What follows belongs to an exercise in optimizing a design on an open flow for small area and a short achievable clock period; a production flow would make more cautious choices. RTL that was checked went through simulation tests only; none was proved equivalent to the original.

Setup of lane 1:
## notch_filter_q15
module notch_filter_q15 (
    input logic clk,
    input logic reset,
    input logic signed [15:0] x_in,
    output logic signed [15:0] y_out,
    input logic signed [15:0] b0,
    input logic signed [15:0] b1,
    input logic signed [15:0] b2,
    input logic signed [15:0] a1,
    input logic signed [15:0] a2
);
Settings: LEC_CHECK=0, ABC_AREA=1, CAP_MARGIN=20, CORE_MARGIN=2, CORE_UTILIZATION=40, SETUP_SLACK_MARGIN=5, SLEW_MARGIN=20, SYNTH_HIERARCHICAL=1, SYNTH_MINIMUM_KEEP_SIZE=0; clock period 20.5 ns.
run.sh (not shown) runs the stock make flow with config.mk's settings and CLKGATE_MAP_FILE= SYNTH_SCRIPT=/design/flow/synth_recipe.tcl, a recipe that flattens the netlist after the stock synthesis.
Edits applied to the flow inputs when going from lane 1 to lane 3:
Settings: PLACE_DENSITY now 0.75, previously not set; CORE_UTILIZATION now 60, was 40.
[summary]
- In summary, lane 3 completed successfully, with a layout that passed the timing, design-rule and antenna checks.
- Comparing lane 1 against lane 3, there is no change at all in post-synthesis instance area.
- Lane 3 against lane 1: non-clock buffer total of the final layout now sits higher; met1 routing resource usage after global routing now sits higher; detailed-route wire length now sits lower; final clock period utilization by the worst path now sits higher.
- Summary of lane 3 over lane 1: die outline area lost about 33%; worst hold slack now sits at about the same level; met3 wire length picked up an extra 45%.
- Lane 3 does worse than lane 1 on worst-case setup margin in the final layout.
No run of this note included a check of the RTL's function; only the layout flow was run.


notch_filter_q15, a different RTL version from the one above (not shown whole).
Size: roughly 5000 cells after synthesis, roughly 68 flip-flops, roughly 110 I/O pins, roughly 45000 sq um of cells after synthesis.
Settings: LEC_CHECK=0, ABC_AREA=1, CAP_MARGIN=20, CORE_MARGIN=2, CORE_UTILIZATION=55, CTS_BUF_LIST=sky130_fd_sc_hd__clkbuf_4 sky130_fd_sc_hd__clkbuf_8, SLEW_MARGIN=20, SYNTH_HIERARCHICAL=1, SYNTH_MINIMUM_KEEP_SIZE=0; clock period 20.5 ns.
standard.sh (not shown) runs the stock make flow with config.mk's settings and CLKGATE_MAP_FILE= SYNTH_SCRIPT=/design/flow/synth_recipe.tcl, a recipe that flattens the netlist after the stock synthesis.
==> flow/flow/run.sh <==
#!/bin/bash
# The standard layout (standard.sh), with two changes to how it is made:
#  - every input and output port still gets its own buffer, but a plain
#    buf_1 (the resizer upsizes it where timing needs it) instead of the
#    clkdlybuf4s50_1 that buffer_ports picks by default;
#  - timing repair aims at a setup margin of 6.5 ns.
# Clock period, constraints and the synthesis are the standard flow's own.
export BUFFER_PORTS_ARGS="-buffer_cell sky130_fd_sc_hd__buf_1"
export SETUP_SLACK_MARGIN=6.5
bash standard.sh > standard.log 2>&1
Then changed:
--- a/flow/flow/run.sh
+++ b/flow/flow/run.sh
@@ -6 +6 @@
-#  - timing repair aims at a setup margin of 6.5 ns.
+#  - timing repair aims at a setup margin of 5 ns.
@@ -9 +9 @@
-export SETUP_SLACK_MARGIN=6.5
+export SETUP_SLACK_MARGIN=5
Wire length came out lower by 3.6%.
Worst setup slack gets worse by 1.2 ns.
First-iteration DRC count falls by 10%.
Synthesized cell count is unchanged.
Cell count shrinks by 1.6%.
Then changed:
--- a/flow/flow/run.sh
+++ b/flow/flow/run.sh
@@ -6 +6 @@
-#  - timing repair aims at a setup margin of 5 ns.
+#  - timing repair aims at a setup margin of 7 ns.
@@ -9 +9 @@
-export SETUP_SLACK_MARGIN=5
+export SETUP_SLACK_MARGIN=7
Design area came out higher by about 9%.
Setup slack improves by 1.4 ns.
Clock skew goes up by 0.0085 ns.
Routed wire length increases by 7.0%.
Then changed:
--- a/flow/flow/run.sh
+++ b/flow/flow/run.sh
@@ -6 +6 @@
-#  - timing repair aims at a setup margin of 7 ns.
+#  - timing repair aims at a setup margin of 5.5 ns.
@@ -9 +9 @@
-export SETUP_SLACK_MARGIN=7
+export SETUP_SLACK_MARGIN=5.5
Via count goes down by a few percent. Worst setup slack gets worse by 0.75 ns. Clock-buffer cell count is unchanged. Utilization goes down by 4.8 points. Synthesized area is unchanged.
Then changed:
--- a/flow/flow/run.sh
+++ b/flow/flow/run.sh
@@ -6 +6 @@
-#  - timing repair aims at a setup margin of 5.5 ns.
+#  - timing repair aims at a setup margin of 6 ns.
@@ -9 +9 @@
-export SETUP_SLACK_MARGIN=5.5
+export SETUP_SLACK_MARGIN=6
CORE_UTILIZATION = 45   (was 55)
What happened:
- The new run passed the timing, design-rule and antenna checks
- utilization went down by 9.7 points
- cell area went up by 1.5%
- global-route usage went down by 7.1 points
- die area went up by 22%


## run A
Starting RTL as in the previous note.
clock: 20.5 ns
lec_check: 0
abc_area: 1
cap_margin: 20
core_margin: 2
core_utilization: 55
cts_buf_list: sky130_fd_sc_hd__clkbuf_4 sky130_fd_sc_hd__clkbuf_8
slew_margin: 20
synth_hierarchical: 1
synth_minimum_keep_size: 0
==> flow/flow/run.sh <==
#!/bin/bash
# The standard layout (standard.sh), with two changes to how it is made:
#  - every input and output port still gets its own buffer, but a plain
#    buf_1 (the resizer upsizes it where timing needs it) instead of the
#    clkdlybuf4s50_1 that buffer_ports picks by default;
#  - timing repair aims at a setup margin of 7.5 ns.
# Clock period, constraints and the synthesis are the standard flow's own.
export BUFFER_PORTS_ARGS="-buffer_cell sky130_fd_sc_hd__buf_1"
export SETUP_SLACK_MARGIN=7.5
bash standard.sh > standard.log 2>&1
What run B does differently from run A at the input level:
- changing CORE_UTILIZATION from 55 to 65
==> flow/flow/run.sh <==
#!/bin/bash
# The standard layout (standard.sh), with two changes to how it is made:
#  - every input and output port still gets its own buffer, but a plain
#    buf_1 (the resizer upsizes it where timing needs it) instead of the
#    clkdlybuf4s50_1 that buffer_ports picks by default;
#  - timing repair aims at a setup margin of 6 ns.
# Clock period, constraints and the synthesis are the standard flow's own.
export BUFFER_PORTS_ARGS="-buffer_cell sky130_fd_sc_hd__buf_1"
export SETUP_SLACK_MARGIN=6
bash standard.sh > standard.log 2>&1
--- outcome ---
- Global-route wire length before repair: run B and run A compared, lower one is run B
- Run comparison: run B launching instance or port of the critical path a2[7]; run A launching instance or port of the critical path a2[9]
- Sort run B and run A by synthesis-to-finish area growth, ascending, and run B comes first.
- Final cell count ended up 309 lower on run B than on run A.

==> separate check: timing with driven ports <==
Ports are ideal in the flow. The routed layouts listed here were re-timed in OpenROAD.
Step 1 assumes that a clkbuf_16 drives the clock port and a buf_2 every other input.
Step 2, shift: input delay + t, output delay - t, t = (earliest + latest rising clock arrival at the registers) / 2. This alone moves slack from input paths to output paths.
a / b / c = no drivers / after step 1 / after step 2; a / b = the first two.
run	t, ns	slack for setup (ns)	worst setup path after step 2	latest minus earliest clock arrival (ns)
lane 1	0.406	5.520 / 5.553 / 5.147	input to register	0.027 / 0.028
lane 3	0.399	5.481 / 5.510 / 5.110	input to register	0.015 / 0.015
the first run of note 2	0.420	6.698 / 6.683 / 6.263	input to register	0.012 / 0.012
the second run of note 2	0.418	5.490 / 5.494 / 5.076	input to register	0.011 / 0.012
the third run of note 2	0.412	6.848 / 6.866 / 6.454	input to register	0.020 / 0.020
the fourth run of note 2	0.416	6.099 / 6.053 / 5.637	input to register	0.012 / 0.013
the fifth run of note 2	0.410	6.478 / 6.383 / 5.972	input to register	0.024 / 0.023
run A	0.433	7.000 / 7.000 / 6.567	input to register	0.027 / 0.027
run B	0.407	6.329 / 6.292 / 5.884	input to register	0.019 / 0.019
After both steps setup and hold are still met in every run listed. The setup slack of the fifth run of note 2, which loses most, moves by -0.095 ns with the drivers and by -0.506 ns with both steps.
